This design comes from an exercise in tuning for small area and a short achievable clock period on the open sky130 flow, not from production work.
At most, simulation tests tie the RTL to the original design; equivalence was not proved.
Power and IR drop assume default switching activity.

==> inputs of run H <==
// axi_slave
module axi_slave #(
    parameter AXI_ID_WD   = 2,
    parameter AXI_DATA_WD = 32,
    parameter AXI_ADDR_WD = 32,
    parameter AXI_STRB_WD = 4
    )(
    input                      S_AXI_ACLK,
    input                      S_AXI_ARESETN,
    input  [AXI_ADDR_WD-1 : 0] S_AXI_AWADDR,
    input  [AXI_ID_WD-1   : 0] S_AXI_AWID,
    input  [1 : 0]             S_AXI_AWBURST,
    input  [2 : 0]             S_AXI_AWSIZE,
    input  [7 : 0]             S_AXI_AWLEN,
    input                      S_AXI_AWVALID,
    output                     S_AXI_AWREADY,
    input  [AXI_DATA_WD-1 : 0] S_AXI_WDATA,
    input  [AXI_STRB_WD-1 : 0] S_AXI_WSTRB,
    input                      S_AXI_WLAST,
    input                      S_AXI_WVALID,
    output                     S_AXI_WREADY,
    output [AXI_ID_WD-1   : 0] S_AXI_BID,
    output [1 : 0]             S_AXI_BRESP,
    output                     S_AXI_BVALID,
    input                      S_AXI_BREADY,
    input  [AXI_ADDR_WD-1 : 0] S_AXI_ARADDR,
    input  [AXI_ID_WD-1   : 0] S_AXI_ARID,
    input  [1 : 0]             S_AXI_ARBURST,
    input  [2 : 0]             S_AXI_ARSIZE,
    input  [7 : 0]             S_AXI_ARLEN,
    input                      S_AXI_ARVALID,
    output                     S_AXI_ARREADY,
    output [AXI_DATA_WD-1 : 0] S_AXI_RDATA,
    output                     S_AXI_RLAST,
    output [AXI_ID_WD-1   : 0] S_AXI_RID,
    output [1 : 0]             S_AXI_RRESP,
    output                     S_AXI_RVALID,
    input                      S_AXI_RREADY
    );
Settings: LEC_CHECK=0, CAP_MARGIN=20, CELL_PAD_IN_SITES_DETAIL_PLACEMENT=2, CELL_PAD_IN_SITES_GLOBAL_PLACEMENT=4, CORE_MARGIN=2, CORE_UTILIZATION=40, PLACE_DENSITY=0.6, SETUP_SLACK_MARGIN=5, SLEW_MARGIN=20, SYNTH_HIERARCHICAL=1, SYNTH_MINIMUM_KEEP_SIZE=0, TNS_END_PERCENT=20; clock period 10.0 ns.
standard.sh (not shown) runs the stock make flow with config.mk's settings and CLKGATE_MAP_FILE= SYNTH_SCRIPT=/design/flow/synth_recipe.tcl, a recipe that flattens the netlist after the stock synthesis.
==> flow/flow/run.sh <==
#!/bin/bash
set -euo pipefail
bash standard.sh SETUP_SLACK_MARGIN=6.5 finish > flow_make.log 2>&1
==> inputs of run R, as changes to run H <==
--- a/flow/design.v
+++ b/flow/design.v
@@ -252,137 +252,112 @@
         else if (axi_arready)
             axi_rlast <= (S_AXI_ARLEN == 8'd0);
         else if (rfire)
             axi_rlast <= (cur_rlen == 8'd1);
     end
-    wire [3 : 0] sh_in, sh_a, sh_n;
-    wire [3 : 0] sh = axi_arready ? sh_in : S_AXI_RREADY ? sh_n : sh_a;
-    assign sh_in = 4'd1 << S_AXI_ARADDR[1 : 0];
-    assign sh_a  = 4'd1 << araddr[1 : 0];
-    assign sh_n  = 4'd1 << rnext[1 : 0];
-    wire [31 : 0] rd_all;
-    wire [3 : 0]  hit;
-    wire [31 : 0] wdat_all;
-    wire [31 : 0] i_hi, i_lo;
-    row_dec u_idec (.a(S_AXI_ARADDR[7 : 0]), .hi(i_hi), .lo(i_lo));
-    wire [23 : 0] w_rows, a_rows, n_rows;
-    bank_rows u_wrows (.a(awaddr), .rows(w_rows));
-    bank_rows u_arows (.a(araddr), .rows(a_rows));
-    bank_rows u_nrows (.a(rnext),  .rows(n_rows));
-    genvar b, r, j, i;
+    wire [5 : 0] row_in  = S_AXI_ARADDR[7 : 2];
+    wire [5 : 0] row_in1 = S_AXI_ARADDR[7 : 2] + 1'b1;
+    wire [5 : 0] row_a   = araddr[7 : 2];
+    wire [5 : 0] row_a1  = araddr[7 : 2] + 1'b1;
+    wire [5 : 0] row_n   = rnext[7 : 2];
+    wire [5 : 0] row_n1  = rnext[7 : 2] + 1'b1;
+    wire [1 : 0] rsh = axi_arready ? S_AXI_ARADDR[1 : 0] : S_AXI_RREADY ? rnext[1 : 0] : araddr[1 : 0];
+    wire [31 : 0] bank_nx;
+    genvar b, r, j;
     generate
         for (b = 0; b < 4; b = b + 1) begin : g_bank
             wire [1 : 0] wl   = b - awaddr[1 : 0];
+            wire [5 : 0] wrow = awaddr[7 : 2] + (awaddr[1 : 0] > b);
             wire         wen  = wfire && S_AXI_WSTRB[wl];
             wire [7 : 0] wdat = S_AXI_WDATA[{wl, 3'b000} +: 8];
-            wire [5 : 0] wrow  = w_rows[b*6 +: 6];
-            wire [5 : 0] irow  = S_AXI_RREADY ? n_rows[b*6 +: 6] : a_rows[b*6 +: 6];
-            wire [7 : 0] whi   = 8'd1 << wrow[5 : 3];
-            wire [7 : 0] wlo   = 8'd1 << wrow[2 : 0];
-            wire [7 : 0] hi_r  = 8'd1 << irow[5 : 3];
-            wire [7 : 0] lo_r  = 8'd1 << irow[2 : 0];
-            wire [7 : 0] rhi = axi_arready ? i_hi[b*8 +: 8] : hi_r;
-            wire [7 : 0] rlo = axi_arready ? i_lo[b*8 +: 8] : lo_r;
+            wire [5 : 0] rrow = axi_arready  ? ((S_AXI_ARADDR[1 : 0] > b) ? row_in1 : row_in)
+                              : S_AXI_RREADY ? ((rnext[1 : 0] > b) ? row_n1 : row_n)
+                                       : ((araddr[1 : 0] > b) ? row_a1 : row_a);
+            wire [7 : 0] whi = 8'd1 << wrow[5 : 3];
+            wire [7 : 0] wlo = 8'd1 << wrow[2 : 0];
+            wire [7 : 0] rhi = 8'd1 << rrow[5 : 3];
+            wire [7 : 0] rlo = 8'd1 << rrow[2 : 0];
+            wire [63 : 0] rsel;
             wire [511 : 0] q;
             for (r = 0; r < 64; r = r + 1) begin : g_row
                 reg [7 : 0] m;
                 always @(posedge S_AXI_ACLK) begin
                     if (wen && whi[r / 8] && wlo[r % 8])
                         m <= wdat;
                 end
                 assign q[r*8 +: 8] = m;
+                assign rsel[r] = rhi[r / 8] & rlo[r % 8];
             end
+            wire [7 : 0] rd;
             for (j = 0; j < 8; j = j + 1) begin : g_bit
                 wire [63 : 0] col;
                 for (r = 0; r < 64; r = r + 1) begin : g_col
                     assign col[r] = q[r*8 + j];
                 end
-                mux64_oh u_mux (.d(col), .hi(rhi), .lo(rlo), .y(rd_all[b*8 + j]));
-            end
-            assign hit[b] = wen && (|(whi & rhi)) && (|(wlo & rlo));
-            assign wdat_all[b*8 +: 8] = wdat;
-        end
-        for (i = 0; i < 4; i = i + 1) begin : g_lane
-            wire [3 : 0] rot;
-            for (b = 0; b < 4; b = b + 1) begin : g_rot
-                assign rot[b] = sh[(b - i) & 3];
-            end
-            wire [3 : 0] gm = rot & ~hit;
-            wire [3 : 0] gw = rot & hit;
-            for (j = 0; j < 8; j = j + 1) begin : g_bit
-                wire wb = |(gw & {wdat_all[24 + j], wdat_all[16 + j], wdat_all[8 + j], wdat_all[j]});
-                wire y;
-                lane_sel u_sel (.g(gm), .d({rd_all[24 + j], rd_all[16 + j], rd_all[8 + j], rd_all[j]}),
-                                .wb_n(!wb), .y(y));
-                always @(posedge S_AXI_ACLK) begin
-                    axi_rdata[i*8 + j] <= y;
-                end
+                mux64_oh u_mux (.d(col), .s(rsel), .y(rd[j]));
             end
+            wire hit = wen && (wrow == rrow);
+            assign bank_nx[b*8 +: 8] = hit ? wdat : rd;
         end
     endgenerate
+    wire [63 : 0] bdup = {bank_nx, bank_nx};
+    always @(posedge S_AXI_ACLK) begin
+        axi_rdata <= bdup[{rsh, 3'b000} +: 32];
+    end
     assign S_AXI_ARREADY = axi_arready;
     assign S_AXI_RVALID  = axi_rvalid;
     assign S_AXI_RDATA   = axi_rdata;
     assign S_AXI_RLAST   = axi_rlast;
     assign S_AXI_RID     = axi_rid;
     assign S_AXI_RRESP   = 2'b00;
 endmodule
-module row_dec (
-    input  [7 : 0]  a,
-    output [31 : 0] hi,
-    output [31 : 0] lo
+module mux64_oh (
+    input  [63 : 0] d,
+    input  [63 : 0] s,
+    output          y
     );
-    wire [7 : 0] lo0 = 8'd1 << a[4 : 2];
-    wire [7 : 0] hi0 = 8'd1 << a[7 : 5];
-    wire [7 : 0] lo1 = {lo0[6 : 0], lo0[7]};
-    wire [7 : 0] hi1 = {hi0[6 : 0], hi0[7]};
-    genvar b;
+    wire [21 : 0] g;
+    genvar i;
     generate
-        for (b = 0; b < 4; b = b + 1) begin : g_b
-            wire c     = (a[1 : 0] > b);
-            wire carry = c && lo0[7];
-            assign lo[b*8 +: 8] = c     ? lo1 : lo0;
-            assign hi[b*8 +: 8] = carry ? hi1 : hi0;
+        for (i = 0; i < 21; i = i + 1) begin : g_aoi
+            aoi222 u (.a(d[3*i +: 3]), .s(s[3*i +: 3]), .y(g[i]));
         end
     endgenerate
-endmodule
-module bank_rows (
-    input  [7 : 0]  a,
-    output [23 : 0] rows
+    nand2_c u_l (.a(d[63]), .b(s[63]), .y(g[21]));
+    wire [5 : 0] h;
+    nand4_c u_h0 (.a(g[3 : 0]),   .y(h[0]));
+    nand4_c u_h1 (.a(g[7 : 4]),   .y(h[1]));
+    nand4_c u_h2 (.a(g[11 : 8]),  .y(h[2]));
+    nand4_c u_h3 (.a(g[15 : 12]), .y(h[3]));
+    nand4_c u_h4 (.a(g[19 : 16]), .y(h[4]));
+    nand2_c u_h5 (.a(g[20]), .b(g[21]), .y(h[5]));
+    wire [1 : 0] k;
+    nor3_c u_k0 (.a(h[2 : 0]), .y(k[0]));
+    nor3_c u_k1 (.a(h[5 : 3]), .y(k[1]));
+    nand2_c u_y (.a(k[0]), .b(k[1]), .y(y));
+endmodule
+module aoi222 (
+    input  [2 : 0] a,
+    input  [2 : 0] s,
+    output         y
     );
-    genvar b;
-    generate
-        for (b = 0; b < 4; b = b + 1) begin : g_b
-            assign rows[b*6 +: 6] = a[7 : 2] + (a[1 : 0] > b);
-        end
-    endgenerate
+    assign y = !((a[0] & s[0]) | (a[1] & s[1]) | (a[2] & s[2]));
 endmodule
-module lane_sel (
-    input  [3 : 0] g,
-    input  [3 : 0] d,
-    input          wb_n,
-    output         y
+module nand2_c (
+    input  a,
+    input  b,
+    output y
     );
-    assign y = (|(g & d)) | !wb_n;
+    assign y = !(a & b);
 endmodule
-module mux64_oh (
-    input  [63 : 0] d,
-    input  [7 : 0]  hi,
-    input  [7 : 0]  lo,
-    output          y
+module nand4_c (
+    input  [3 : 0] a,
+    output         y
     );
-    wire [7 : 0] g;
-    genvar i;
-    generate
-        for (i = 0; i < 8; i = i + 1) begin : g_grp
-            mux8_oh u (.d(d[8*i +: 8]), .s(lo), .y(g[i]));
-        end
-    endgenerate
-    mux8_oh u_hi (.d(g), .s(hi), .y(y));
+    assign y = !(&a);
 endmodule
-module mux8_oh (
-    input  [7 : 0] d,
-    input  [7 : 0] s,
+module nor3_c (
+    input  [2 : 0] a,
     output         y
     );
-    assign y = |(d & s);
+    assign y = !(|a);
 endmodule
==> flow/run.sh (new file) <==
#!/bin/bash
# synth_recipe.tcl (not shown) runs the flow's synth.tcl, then flattens the netlist and writes it again
# the make line also repeats each setting of config.mk as NAME=value (left out here)
make -C /OpenROAD-flow-scripts/flow DESIGN_CONFIG=/design/flow/config.mk WORK_HOME=/design/flow/orfs CLKGATE_MAP_FILE= SYNTH_SCRIPT=/design/flow/synth_recipe.tcl finish
- TNS_END_PERCENT: 20 -> default
removed: flow/flow/run.sh
removed: flow/standard.sh
==> inputs of run C, as changes to run H <==
--- a/flow/design.v
+++ b/flow/design.v
@@ -170,11 +170,11 @@
     assign S_AXI_AWREADY = axi_awready;
     assign S_AXI_WREADY  = axi_wready;
     assign S_AXI_BRESP   = 2'b00;
     assign S_AXI_BVALID  = axi_bvalid;
     assign S_AXI_BID     = axi_bid;
-    reg [7 : 0]  araddr;
+    reg [7 : 0]  araddr;    
     reg [7 : 0]  rnext;
     reg          ar_nf;
     reg [1 : 0]  ar_sz;
     reg [7 : 0]  ar_mask;
     wire         ar_nf_in;
@@ -210,18 +210,27 @@
             ar_sz   <= ar_sz_in;
             ar_mask <= ar_mask_in;
             axi_rid <= S_AXI_ARID;
         end
     end
+    wire [23 : 0] in_rows, nin_rows, nnx_rows;
+    reg  [23 : 0] arow, nrow;
+    bank_rows u_in_rows  (.a(S_AXI_ARADDR[7 : 0]), .rows(in_rows));
+    bank_rows u_nin_rows (.a(rnext_in),            .rows(nin_rows));
+    bank_rows u_nnx_rows (.a(rnext_nx),            .rows(nnx_rows));
     always @(posedge S_AXI_ACLK) begin
         if (axi_arready) begin
             araddr <= S_AXI_ARADDR[7 : 0];
             rnext  <= rnext_in;
+            arow   <= in_rows;
+            nrow   <= nin_rows;
         end
         else if (S_AXI_RREADY) begin
             araddr <= rnext;
             rnext  <= rnext_nx;
+            arow   <= nrow;
+            nrow   <= nnx_rows;
         end
     end
     always @(posedge S_AXI_ACLK) begin
         if (!S_AXI_ARESETN)
             cur_rlen <= 8'd0;
@@ -260,30 +269,31 @@
     assign sh_a  = 4'd1 << araddr[1 : 0];
     assign sh_n  = 4'd1 << rnext[1 : 0];
     wire [31 : 0] rd_all;
     wire [3 : 0]  hit;
     wire [31 : 0] wdat_all;
-    wire [31 : 0] i_hi, i_lo;
-    row_dec u_idec (.a(S_AXI_ARADDR[7 : 0]), .hi(i_hi), .lo(i_lo));
-    wire [23 : 0] w_rows, a_rows, n_rows;
+    wire [7 : 0] in_p = axi_arready ? 8'd1 << S_AXI_ARADDR[4 : 2] : 8'd0;
+    wire [7 : 0] in_q = axi_arready ? 8'd1 << S_AXI_ARADDR[7 : 5] : 8'd0;
+    wire [23 : 0] w_rows;
     bank_rows u_wrows (.a(awaddr), .rows(w_rows));
-    bank_rows u_arows (.a(araddr), .rows(a_rows));
-    bank_rows u_nrows (.a(rnext),  .rows(n_rows));
     genvar b, r, j, i;
     generate
         for (b = 0; b < 4; b = b + 1) begin : g_bank
             wire [1 : 0] wl   = b - awaddr[1 : 0];
             wire         wen  = wfire && S_AXI_WSTRB[wl];
             wire [7 : 0] wdat = S_AXI_WDATA[{wl, 3'b000} +: 8];
             wire [5 : 0] wrow  = w_rows[b*6 +: 6];
-            wire [5 : 0] irow  = S_AXI_RREADY ? n_rows[b*6 +: 6] : a_rows[b*6 +: 6];
+            wire [5 : 0] irow  = S_AXI_RREADY ? nrow[b*6 +: 6] : arow[b*6 +: 6];
             wire [7 : 0] whi   = 8'd1 << wrow[5 : 3];
             wire [7 : 0] wlo   = 8'd1 << wrow[2 : 0];
-            wire [7 : 0] hi_r  = 8'd1 << irow[5 : 3];
-            wire [7 : 0] lo_r  = 8'd1 << irow[2 : 0];
-            wire [7 : 0] rhi = axi_arready ? i_hi[b*8 +: 8] : hi_r;
-            wire [7 : 0] rlo = axi_arready ? i_lo[b*8 +: 8] : lo_r;
+            wire [7 : 0] hi_r  = axi_arready ? 8'd0 : 8'd1 << irow[5 : 3];
+            wire [7 : 0] lo_r  = axi_arready ? 8'd0 : 8'd1 << irow[2 : 0];
+            wire [7 : 0] rhi, rlo;
+            line_sel #(.B(b)) u_lines (
+                .a_lo(S_AXI_ARADDR[1 : 0]), .p(in_p), .q(in_q),
+                .lo_r(lo_r), .hi_r(hi_r), .lo(rlo), .hi(rhi)
+            );
             wire [511 : 0] q;
             for (r = 0; r < 64; r = r + 1) begin : g_row
                 reg [7 : 0] m;
                 always @(posedge S_AXI_ACLK) begin
                     if (wen && whi[r / 8] && wlo[r % 8])
@@ -324,29 +334,10 @@
     assign S_AXI_RDATA   = axi_rdata;
     assign S_AXI_RLAST   = axi_rlast;
     assign S_AXI_RID     = axi_rid;
     assign S_AXI_RRESP   = 2'b00;
 endmodule
-module row_dec (
-    input  [7 : 0]  a,
-    output [31 : 0] hi,
-    output [31 : 0] lo
-    );
-    wire [7 : 0] lo0 = 8'd1 << a[4 : 2];
-    wire [7 : 0] hi0 = 8'd1 << a[7 : 5];
-    wire [7 : 0] lo1 = {lo0[6 : 0], lo0[7]};
-    wire [7 : 0] hi1 = {hi0[6 : 0], hi0[7]};
-    genvar b;
-    generate
-        for (b = 0; b < 4; b = b + 1) begin : g_b
-            wire c     = (a[1 : 0] > b);
-            wire carry = c && lo0[7];
-            assign lo[b*8 +: 8] = c     ? lo1 : lo0;
-            assign hi[b*8 +: 8] = carry ? hi1 : hi0;
-        end
-    endgenerate
-endmodule
 module bank_rows (
     input  [7 : 0]  a,
     output [23 : 0] rows
     );
     genvar b;
@@ -360,11 +351,39 @@
     input  [3 : 0] g,
     input  [3 : 0] d,
     input          wb_n,
     output         y
     );
-    assign y = (|(g & d)) | !wb_n;
+    wire n0, n1;
+    aoi22 u0 (.a(d[1 : 0]), .s(g[1 : 0]), .y(n0));
+    aoi22 u1 (.a(d[3 : 2]), .s(g[3 : 2]), .y(n1));
+    assign y = !(n0 & n1 & wb_n);
+endmodule
+module aoi22 (
+    input  [1 : 0] a,
+    input  [1 : 0] s,
+    output         y
+    );
+    assign y = !((a[0] & s[0]) | (a[1] & s[1]));
+endmodule
+module line_sel #(
+    parameter B = 0
+    )(
+    input  [1 : 0] a_lo,
+    input  [7 : 0] p,
+    input  [7 : 0] q,
+    input  [7 : 0] lo_r,
+    input  [7 : 0] hi_r,
+    output [7 : 0] lo,
+    output [7 : 0] hi
+    );
+    wire c     = (a_lo > B);
+    wire carry = c && p[7];
+    wire [7 : 0] lo_in = c     ? {p[6 : 0], p[7]} : p;
+    wire [7 : 0] hi_in = carry ? {q[6 : 0], q[7]} : q;
+    assign lo = lo_in | lo_r;
+    assign hi = hi_in | hi_r;
 endmodule
 module mux64_oh (
     input  [63 : 0] d,
     input  [7 : 0]  hi,
     input  [7 : 0]  lo,
==> notes.md <==
Worst Max-Slew Pin Slew 1.25 ns; top post-synthesis cells by count 2100 x edfxtp_1, 1155 x a22oi_1, 352 x nor2_1; met2 WL 172 mm; Rows 169; RePlAce Congestion 0.820; status complete, no violations; DR iter-0 viols 5591; area share of the largest cell type after synthesis 73.9%; met2 usage 51.5%; internal power 16700 uW; register area share after synthesis 75.0%; Reg2Reg Depth 18; CP max FO 14; area grow syn2layout 26.4%; Final Worst Setup Slack 5.60 ns
That was run H.
==> notes.md <==
Rows 166; RSZ-0062 raised after global routing yes; DR iter-0 viols 6575; status complete, no violations; area share of the largest cell type after synthesis 76.4%; top post-synthesis cells by count 2100 x edfxtp_1, 674 x a222oi_1, 575 x nor2_1; internal power 16200 uW; area grow syn2layout 19.1%; number of non-clock buffers 368; Reg2Reg Depth 15; CP max FO 5; register area share after synthesis 77.5%; largest area contributor in the netlist edfxtp_1; Final Worst Setup Slack 4.62 ns; met2 WL 148 mm
That was run R.
==> notes.md <==
met2 WL 175 mm; DR iter-0 viols 5116; area grow syn2layout 28.7%; top post-synthesis cells by count 2142 x edfxtp_1, 1155 x a22oi_1, 420 x nor2_1; P_clk 8490 uW; internal power 16900 uW; share of post-route cells with drive strength above 1 29.8%; status complete, no violations; RePlAce Congestion 0.796; Reg2Reg Depth 14; Rows 170; area share of the largest cell type after synthesis 74.3%; CP max FO 4; Worst Max-Slew Pin Slew 1.13 ns
That was run C.
The RTL of run C was laid out without a check of its function.

port drivers added, routing unchanged:
No port has a modelled driver above. Below, the same layouts with a new extraction and two added sets of constraints. Step 1 sets driving cells, clkbuf_16 on the clock port and buf_2 on the other inputs (assumed; they add their load-dependent delay and slew). Step 2 also shifts input and output timing later by t, the mid clock arrival at the registers, as if the neighbouring blocks saw the same clock. Three values: ideal, step 1, step 2; two values: the first two.
run	shift t [ns]	setup WS [ns]	worst register clock-pin slew, ns	pins driven straight from the clock port
run H	0.970	5.601 / 5.415 / 4.445	0.08 / 0.08	1
run R	0.945	4.619 / 4.660 / 3.715	0.07 / 0.07	1
run C	0.941	5.405 / 5.448 / 4.507	0.07 / 0.07	1
After both steps every run listed still meets setup and hold. The setup slack of run H, which loses most, moves by -0.186 ns with the drivers and by -1.156 ns with both steps.
